This design comes from an exercise in tuning for small area, a short achievable clock period and few clock cycles per item on the open sky130 flow, not from production work.
Where RTL was checked, it was by simulation tests only, not by an equivalence proof against the original.
Power figures rest on the tool's default switching activity, not on a simulated workload.

==> inputs of run A <==
// booth_multiplier
module booth_multiplier #(
  parameter MUL_WIDTH = 32
) (
  input                        clk,
  input                        rst_n,
  input                        start,
  input                        sign,
  input      [  MUL_WIDTH-1:0] data_in1,
  input      [  MUL_WIDTH-1:0] data_in2,
  output     [2*MUL_WIDTH-1:0] data_out,
  output reg                   ready
);
  reg  [32:0] a_r;          
  reg  [33:17] b_r;         
  reg  [49:0] r0, r1, r2;     
  reg  [17:0] lo_r;         
  wire [32:0] a_in = {sign & data_in1[31], data_in1};
  wire [33:0] b_in = {{2{sign & data_in2[31]}}, data_in2};
  reg         idle_r;
  wire [32:0] am = idle_r ? a_in : a_r;
  wire [8:0] x0, x1, x2;
  assign x0[0] = ~idle_r & b_r[17];
  assign x1[0] = idle_r ? b_in[0] : b_r[18];
  assign x2[0] = idle_r ? b_in[1] : b_r[19];
  assign x0[1] = idle_r ? b_in[1] : b_r[19];
  assign x1[1] = idle_r ? b_in[2] : b_r[20];
  assign x2[1] = idle_r ? b_in[3] : b_r[21];
  assign x0[2] = idle_r ? b_in[3] : b_r[21];
  assign x1[2] = idle_r ? b_in[4] : b_r[22];
  ...
Settings: LEC_CHECK=0, CAP_MARGIN=20, CORE_MARGIN=2, CORE_UTILIZATION=40, SLEW_MARGIN=20; clock period 5.0 ns.
standard.sh (not shown) runs the stock make flow with config.mk's settings and CLKGATE_MAP_FILE= SYNTH_SCRIPT=/design/flow/synth_recipe.tcl, a recipe that flattens the netlist after the stock synthesis.
==> flow/flow/run.sh <==
#!/bin/bash
# Own layout flow: the standard layout (standard.sh) with two changes.
#  1. Synthesis: Yosys's synth is also given -noabc, which drops the generic
#     "abc -fast" pass that runs before ORFS's full-adder extraction, so
#     extract_fa sees the design's full adders as written and maps them
#     without polarity inverters around the adder cells.  fsm and share are
#     still skipped, the design is flattened and renamed the same way, and ABC
#     still maps the remaining logic after adder extraction.
#  2. Port buffers: every input and output port still gets a buffer, but a
#     plain sky130_fd_sc_hd__buf_2 instead of the slow clkdlybuf4s50_1 that
#     buffer_ports picks by default.
# Each tool's output goes to flow.log here and to ORFS's own logs under orfs/logs.
set -euo pipefail
sed 's/yosys synth -nofsm -noshare /yosys synth -nofsm -noshare -noabc /' synth_recipe.tcl > own_synth.tcl
grep -q -- '-noabc' own_synth.tcl
sed -e 's#synth_recipe\.tcl#own_synth.tcl#g' \
    -e "s#CLKGATE_MAP_FILE= #CLKGATE_MAP_FILE= 'BUFFER_PORTS_ARGS=-buffer_cell sky130_fd_sc_hd__buf_2' #" \
    standard.sh > own_standard.sh
grep -q 'own_synth\.tcl' own_standard.sh
grep -q 'BUFFER_PORTS_ARGS' own_standard.sh
bash own_standard.sh > flow.log 2>&1
==> inputs of run Y, as changes to run A <==
--- a/flow/design.v
+++ b/flow/design.v
@@ -11,46 +11,45 @@
   output reg                   ready
 );
   reg  [32:0] a_r;          
   reg  [33:17] b_r;         
   reg  [49:0] r0, r1, r2;     
   reg  [17:0] lo_r;         
   wire [32:0] a_in = {sign & data_in1[31], data_in1};
   wire [33:0] b_in = {{2{sign & data_in2[31]}}, data_in2};
-  reg         idle_r;
-  wire [32:0] am = idle_r ? a_in : a_r;
+  wire [32:0] am = ready ? a_in : a_r;
   wire [8:0] x0, x1, x2;
-  assign x0[0] = ~idle_r & b_r[17];
-  assign x1[0] = idle_r ? b_in[0] : b_r[18];
-  assign x2[0] = idle_r ? b_in[1] : b_r[19];
-  assign x0[1] = idle_r ? b_in[1] : b_r[19];
-  assign x1[1] = idle_r ? b_in[2] : b_r[20];
-  assign x2[1] = idle_r ? b_in[3] : b_r[21];
-  assign x0[2] = idle_r ? b_in[3] : b_r[21];
-  assign x1[2] = idle_r ? b_in[4] : b_r[22];
-  assign x2[2] = idle_r ? b_in[5] : b_r[23];
-  assign x0[3] = idle_r ? b_in[5] : b_r[23];
-  assign x1[3] = idle_r ? b_in[6] : b_r[24];
-  assign x2[3] = idle_r ? b_in[7] : b_r[25];
-  assign x0[4] = idle_r ? b_in[7] : b_r[25];
-  assign x1[4] = idle_r ? b_in[8] : b_r[26];
-  assign x2[4] = idle_r ? b_in[9] : b_r[27];
-  assign x0[5] = idle_r ? b_in[9] : b_r[27];
-  assign x1[5] = idle_r ? b_in[10] : b_r[28];
-  assign x2[5] = idle_r ? b_in[11] : b_r[29];
-  assign x0[6] = idle_r ? b_in[11] : b_r[29];
-  assign x1[6] = idle_r ? b_in[12] : b_r[30];
-  assign x2[6] = idle_r ? b_in[13] : b_r[31];
-  assign x0[7] = idle_r ? b_in[13] : b_r[31];
-  assign x1[7] = idle_r ? b_in[14] : b_r[32];
-  assign x2[7] = idle_r ? b_in[15] : b_r[33];
-  assign x0[8] = idle_r & b_in[15];
-  assign x1[8] = idle_r & b_in[16];
-  assign x2[8] = idle_r & b_in[17];
+  assign x0[0] = ~ready & b_r[17];
+  assign x1[0] = ready ? b_in[0] : b_r[18];
+  assign x2[0] = ready ? b_in[1] : b_r[19];
+  assign x0[1] = ready ? b_in[1] : b_r[19];
+  assign x1[1] = ready ? b_in[2] : b_r[20];
+  assign x2[1] = ready ? b_in[3] : b_r[21];
+  assign x0[2] = ready ? b_in[3] : b_r[21];
+  assign x1[2] = ready ? b_in[4] : b_r[22];
+  assign x2[2] = ready ? b_in[5] : b_r[23];
+  assign x0[3] = ready ? b_in[5] : b_r[23];
+  assign x1[3] = ready ? b_in[6] : b_r[24];
+  assign x2[3] = ready ? b_in[7] : b_r[25];
+  assign x0[4] = ready ? b_in[7] : b_r[25];
+  assign x1[4] = ready ? b_in[8] : b_r[26];
+  assign x2[4] = ready ? b_in[9] : b_r[27];
+  assign x0[5] = ready ? b_in[9] : b_r[27];
+  assign x1[5] = ready ? b_in[10] : b_r[28];
+  assign x2[5] = ready ? b_in[11] : b_r[29];
+  assign x0[6] = ready ? b_in[11] : b_r[29];
+  assign x1[6] = ready ? b_in[12] : b_r[30];
+  assign x2[6] = ready ? b_in[13] : b_r[31];
+  assign x0[7] = ready ? b_in[13] : b_r[31];
+  assign x1[7] = ready ? b_in[14] : b_r[32];
+  assign x2[7] = ready ? b_in[15] : b_r[33];
+  assign x0[8] = ready & b_in[15];
+  assign x1[8] = ready & b_in[16];
+  assign x2[8] = ready & b_in[17];
   wire [8:0] neg, one, two;
   wire [33:0] ax = {am[32], am};
   wire [33:0] ax1 = {am, 1'b0};
   wire [33:0] pp0;
   wire [33:0] pp1;
   wire [33:0] pp2;
   wire [33:0] pp3;
   wire [33:0] pp4;
@@ -1537,11 +1536,10 @@
     b_r <= b_in[33:17];
     if (!ready) lo_r <= lo_sum[17:0];
     if (!ready || start) begin
       r0 <= t0[49:0];
       r1 <= t1[49:0];
       r2 <= t2[49:0];
     end
     ready <= ~(rst_n & ready & start);
-    idle_r <= ~(rst_n & idle_r & start);
   end
 endmodule
==> impl_results.md <==
- Final setup margin: 60.4 ps
- Post-synthesis compound-gate area fraction: 27.7%
- Post-Syn Nets: 3,263
- Mean Syn Cell Area: 9.57 um^2
- Rel. slew slack: 24.8%
- Status: timing/DRC/antenna clean
- Met2 GRT Util: 54.9%
- Largest net degree at the start of global routing: 83
- Power in sequential cells: 3.80 mW
- Final core utilization: 46.2%
The numbers above come from run A.

==> impl_results.md <==
- Rel. slew slack: 27.2%
- Power in sequential cells: 3.84 mW
- Failing Checks: setup timing
- Status: failed layout checks
- Mean Syn Cell Area: 9.20 um^2
- Post-Syn Nets: 3,487
- Largest net degree at the start of global routing: 103
- Final core utilization: 46.4%
- # setup viols final: 3
- Final setup margin: -56.3 ps
- Met2 GRT Util: 56.2%
- Post-synthesis compound-gate area fraction: 29.9%
The numbers above come from run Y.

Testbench counts of run A, summed over its fixed seeds: cycles 6,408, items 3,200.
Only the layout flow was run in run Y; the RTL was not checked for function there.

* * *

==> nickel: inputs <==
Starting RTL as in the previous note.
Settings: LEC_CHECK=0, ABC_CLOCK_PERIOD_IN_PS=3800, CAP_MARGIN=20, CORE_MARGIN=2, CORE_UTILIZATION=40, SLEW_MARGIN=20; clock period 5.0 ns.
Scripts as last shown in full above: flow/flow/run.sh
==> garnet (differences from nickel) <==
--- a/flow/design.v
+++ b/flow/design.v
@@ -13,42 +13,41 @@
   reg  [32:0] a_r;          
   reg  [33:17] b_r;         
   reg  [49:0] r0, r1, r2;     
   reg  [17:0] lo_r;         
   wire [32:0] a_in = {sign & data_in1[31], data_in1};
   wire [33:0] b_in = {{2{sign & data_in2[31]}}, data_in2};
-  reg         idle_r;
-  wire [32:0] am = idle_r ? a_in : a_r;
+  wire [32:0] am = ready ? a_in : a_r;
   wire [8:0] x0, x1, x2;
-  assign x0[0] = ~idle_r & b_r[17];
-  assign x1[0] = idle_r ? b_in[0] : b_r[18];
-  assign x2[0] = idle_r ? b_in[1] : b_r[19];
-  assign x0[1] = idle_r ? b_in[1] : b_r[19];
-  assign x1[1] = idle_r ? b_in[2] : b_r[20];
-  assign x2[1] = idle_r ? b_in[3] : b_r[21];
-  assign x0[2] = idle_r ? b_in[3] : b_r[21];
-  assign x1[2] = idle_r ? b_in[4] : b_r[22];
-  assign x2[2] = idle_r ? b_in[5] : b_r[23];
-  assign x0[3] = idle_r ? b_in[5] : b_r[23];
-  assign x1[3] = idle_r ? b_in[6] : b_r[24];
-  assign x2[3] = idle_r ? b_in[7] : b_r[25];
-  assign x0[4] = idle_r ? b_in[7] : b_r[25];
-  assign x1[4] = idle_r ? b_in[8] : b_r[26];
-  assign x2[4] = idle_r ? b_in[9] : b_r[27];
-  assign x0[5] = idle_r ? b_in[9] : b_r[27];
-  assign x1[5] = idle_r ? b_in[10] : b_r[28];
-  assign x2[5] = idle_r ? b_in[11] : b_r[29];
-  assign x0[6] = idle_r ? b_in[11] : b_r[29];
-  assign x1[6] = idle_r ? b_in[12] : b_r[30];
-  assign x2[6] = idle_r ? b_in[13] : b_r[31];
-  assign x0[7] = idle_r ? b_in[13] : b_r[31];
-  assign x1[7] = idle_r ? b_in[14] : b_r[32];
-  assign x2[7] = idle_r ? b_in[15] : b_r[33];
-  assign x0[8] = idle_r & b_in[15];
-  assign x1[8] = idle_r & b_in[16];
-  assign x2[8] = idle_r & b_in[17];
+  assign x0[0] = ~ready & b_r[17];
+  assign x1[0] = ready ? b_in[0] : b_r[18];
+  assign x2[0] = ready ? b_in[1] : b_r[19];
+  assign x0[1] = ready ? b_in[1] : b_r[19];
+  assign x1[1] = ready ? b_in[2] : b_r[20];
+  assign x2[1] = ready ? b_in[3] : b_r[21];
+  assign x0[2] = ready ? b_in[3] : b_r[21];
+  assign x1[2] = ready ? b_in[4] : b_r[22];
+  assign x2[2] = ready ? b_in[5] : b_r[23];
+  assign x0[3] = ready ? b_in[5] : b_r[23];
+  assign x1[3] = ready ? b_in[6] : b_r[24];
+  assign x2[3] = ready ? b_in[7] : b_r[25];
+  assign x0[4] = ready ? b_in[7] : b_r[25];
+  assign x1[4] = ready ? b_in[8] : b_r[26];
+  assign x2[4] = ready ? b_in[9] : b_r[27];
+  assign x0[5] = ready ? b_in[9] : b_r[27];
+  assign x1[5] = ready ? b_in[10] : b_r[28];
+  assign x2[5] = ready ? b_in[11] : b_r[29];
+  assign x0[6] = ready ? b_in[11] : b_r[29];
+  assign x1[6] = ready ? b_in[12] : b_r[30];
+  assign x2[6] = ready ? b_in[13] : b_r[31];
+  assign x0[7] = ready ? b_in[13] : b_r[31];
+  assign x1[7] = ready ? b_in[14] : b_r[32];
+  assign x2[7] = ready ? b_in[15] : b_r[33];
+  assign x0[8] = ready & b_in[15];
+  assign x1[8] = ready & b_in[16];
+  assign x2[8] = ready & b_in[17];
   wire [8:0] neg, one, two;
   wire [33:0] ax = {am[32], am};
   wire [33:0] ax1 = {am, 1'b0};
   wire [33:0] pp0;
   wire [33:0] pp1;
   wire [33:0] pp2;
@@ -1526,22 +1525,19 @@
   assign t0[62] = 1'b0;
   assign t1[62] = 1'b0;
   assign t2[62] = 1'b0;
   assign t0[63] = 1'b0;
   assign t1[63] = 1'b0;
   assign t2[63] = 1'b0;
-  wire [45:0] os0 = r0[45:0] ^ r1[45:0] ^ r2[45:0];
-  wire [45:0] oc0 = (r0[45:0] & r1[45:0]) | (r0[45:0] & r2[45:0]) | (r1[45:0] & r2[45:0]);
-  assign data_out = {os0 + {oc0[44:0], 1'b0}, lo_r};
+  assign data_out = {r0[45:0] + r1[45:0] + r2[45:0], lo_r};
   always @(posedge clk) begin
     a_r <= a_in;
     b_r <= b_in[33:17];
     if (!ready) lo_r <= lo_sum[17:0];
     if (!ready || start) begin
       r0 <= t0[49:0];
       r1 <= t1[49:0];
       r2 <= t2[49:0];
     end
     ready <= ~(rst_n & ready & start);
-    idle_r <= ~(rst_n & idle_r & start);
   end
 endmodule
==> flow/flow/run.sh (replaced) <==
#!/bin/bash
# Own layout flow: the standard layout (standard.sh) with one change to
# synthesis.  Yosys's synth is called with -noabc as well, which drops the
# generic "abc -fast" pass that runs before ORFS's full-adder extraction, so
# extract_fa sees the design's full adders as written and maps them without
# polarity inverters around the adder cells.  Everything else is unchanged:
# fsm and share are still skipped, the design is flattened and renamed the
# same way, and ABC still maps the remaining logic after adder extraction.
set -euo pipefail
sed 's/yosys synth -nofsm -noshare /yosys synth -nofsm -noshare -noabc /' synth_recipe.tcl > own_synth.tcl
grep -q -- '-noabc' own_synth.tcl
sed 's#synth_recipe\.tcl#own_synth.tcl#g' standard.sh > own_standard.sh
grep -q 'own_synth\.tcl' own_standard.sh
bash own_standard.sh > flow.log 2>&1
- ABC_CLOCK_PERIOD_IN_PS: 3800 -> not set
==> notes <==
Of nickel and garnet, nickel has the higher setup slack (gap 0.12 ns).
garnet reached the layout checks and failed them: setup timing. nickel completed without violations.
Between nickel and garnet, the lower final cell count is in garnet (gap about 5.6%, measured against garnet).
Between garnet and nickel, the lower combinational power is in nickel (gap about 7%, measured against nickel).
Against nickel, the die area of garnet is lower by 6.4%.
Between garnet and nickel, the lower critical path depth is in nickel (gap 1).
Of garnet and nickel, nickel has the higher sequential cell count (gap 1).
Global-route usage: garnet is lower than nickel (3.1 points).
Against garnet, the clock-buffer cell count of nickel is lower by 1.
Between nickel and garnet, the lower cell area is in garnet (gap about 1.7%, measured against garnet).
Of nickel and garnet, nickel has the higher first-iteration DRC count (gap 25%, measured against garnet).
==> figures <==
Reported clock group power: garnet 2.00 mW; nickel 1.99 mW
Hold worst-path end: garnet lo_r[1]; nickel b_r[21]
Metal1 wirelength: garnet 38000 microns; nickel 45200 microns
Per-cell via count in the routed design: garnet 6.45; nickel 6.74
Tightest hold margin: garnet 0.800 ns; nickel 0.510 ns
Sum of met2 wire segment lengths after detailed routing: garnet 47300 microns; nickel 54800 microns
Leakage: garnet 11.3 nW; nickel 11.4 nW
Run status: garnet complete, but fails checks; nickel finished clean
Violated checks: garnet setup timing; nickel -
Clock network latency to the later pin of the worst-skew pair: garnet 0.60 ns; nickel 0.59 ns
Sequential Power Share: garnet 14.1%; nickel 14.6%
Detailed-router iteration count before antenna repair: garnet 8; nickel 6
Area share of fa/ha/maj cells after synthesis: garnet 30.2%; nickel 29.1%
Placement row count: garnet 91; nickel 94
Maximum clock frequency: garnet 0.198 GHz; nickel 0.202 GHz
Clock net sink count: garnet 213; nickel 214
Combinational group power: garnet 21.6 mW; nickel 20.2 mW
Bufs w/o clock: garnet 399; nickel 367
Buffers inserted by post-CTS timing repair: garnet 12; nickel 3
GPL Wtd Cong: garnet 0.976; nickel 1.00
Cells after Synth: garnet 2592; nickel 2774
Reg2reg path depth: garnet 10; nickel 9
Routed met3 length: garnet 10400 microns; nickel 11100 microns
Testbench counts of nickel, summed over its fixed seeds: cycles 6,408, items 3,200.
Function not checked in garnet: the RTL went through the layout flow alone.

-- static timing again, ports no longer ideal --
The flow's constraints put no driver on any port. The routed layouts listed below were extracted and timed again, unchanged, in two steps. Step 1 assumes that a clkbuf_16 drives the clock port and a buf_2 every other input. Step 2 also shifts input and output timing later by t, the mid clock arrival at the registers, as if the neighbouring blocks saw the same clock. Three values: ideal ports, drivers, drivers and shift; two values: the first two.
run | shift t [ns] | slack for setup (ns) | worst setup path at the end
run A | 0.643 | 0.060 / -0.005 / 0.118 | input to register
run Y | 0.650 | -0.056 / -0.124 / -0.061 | input to register
nickel | 0.643 | 0.060 / -0.005 / 0.118 | input to register
garnet | 0.640 | -0.060 / -0.123 / -0.174 | input to register
The setup slack of garnet, which loses most, moves by -0.063 ns with the drivers and by -0.114 ns with both steps.
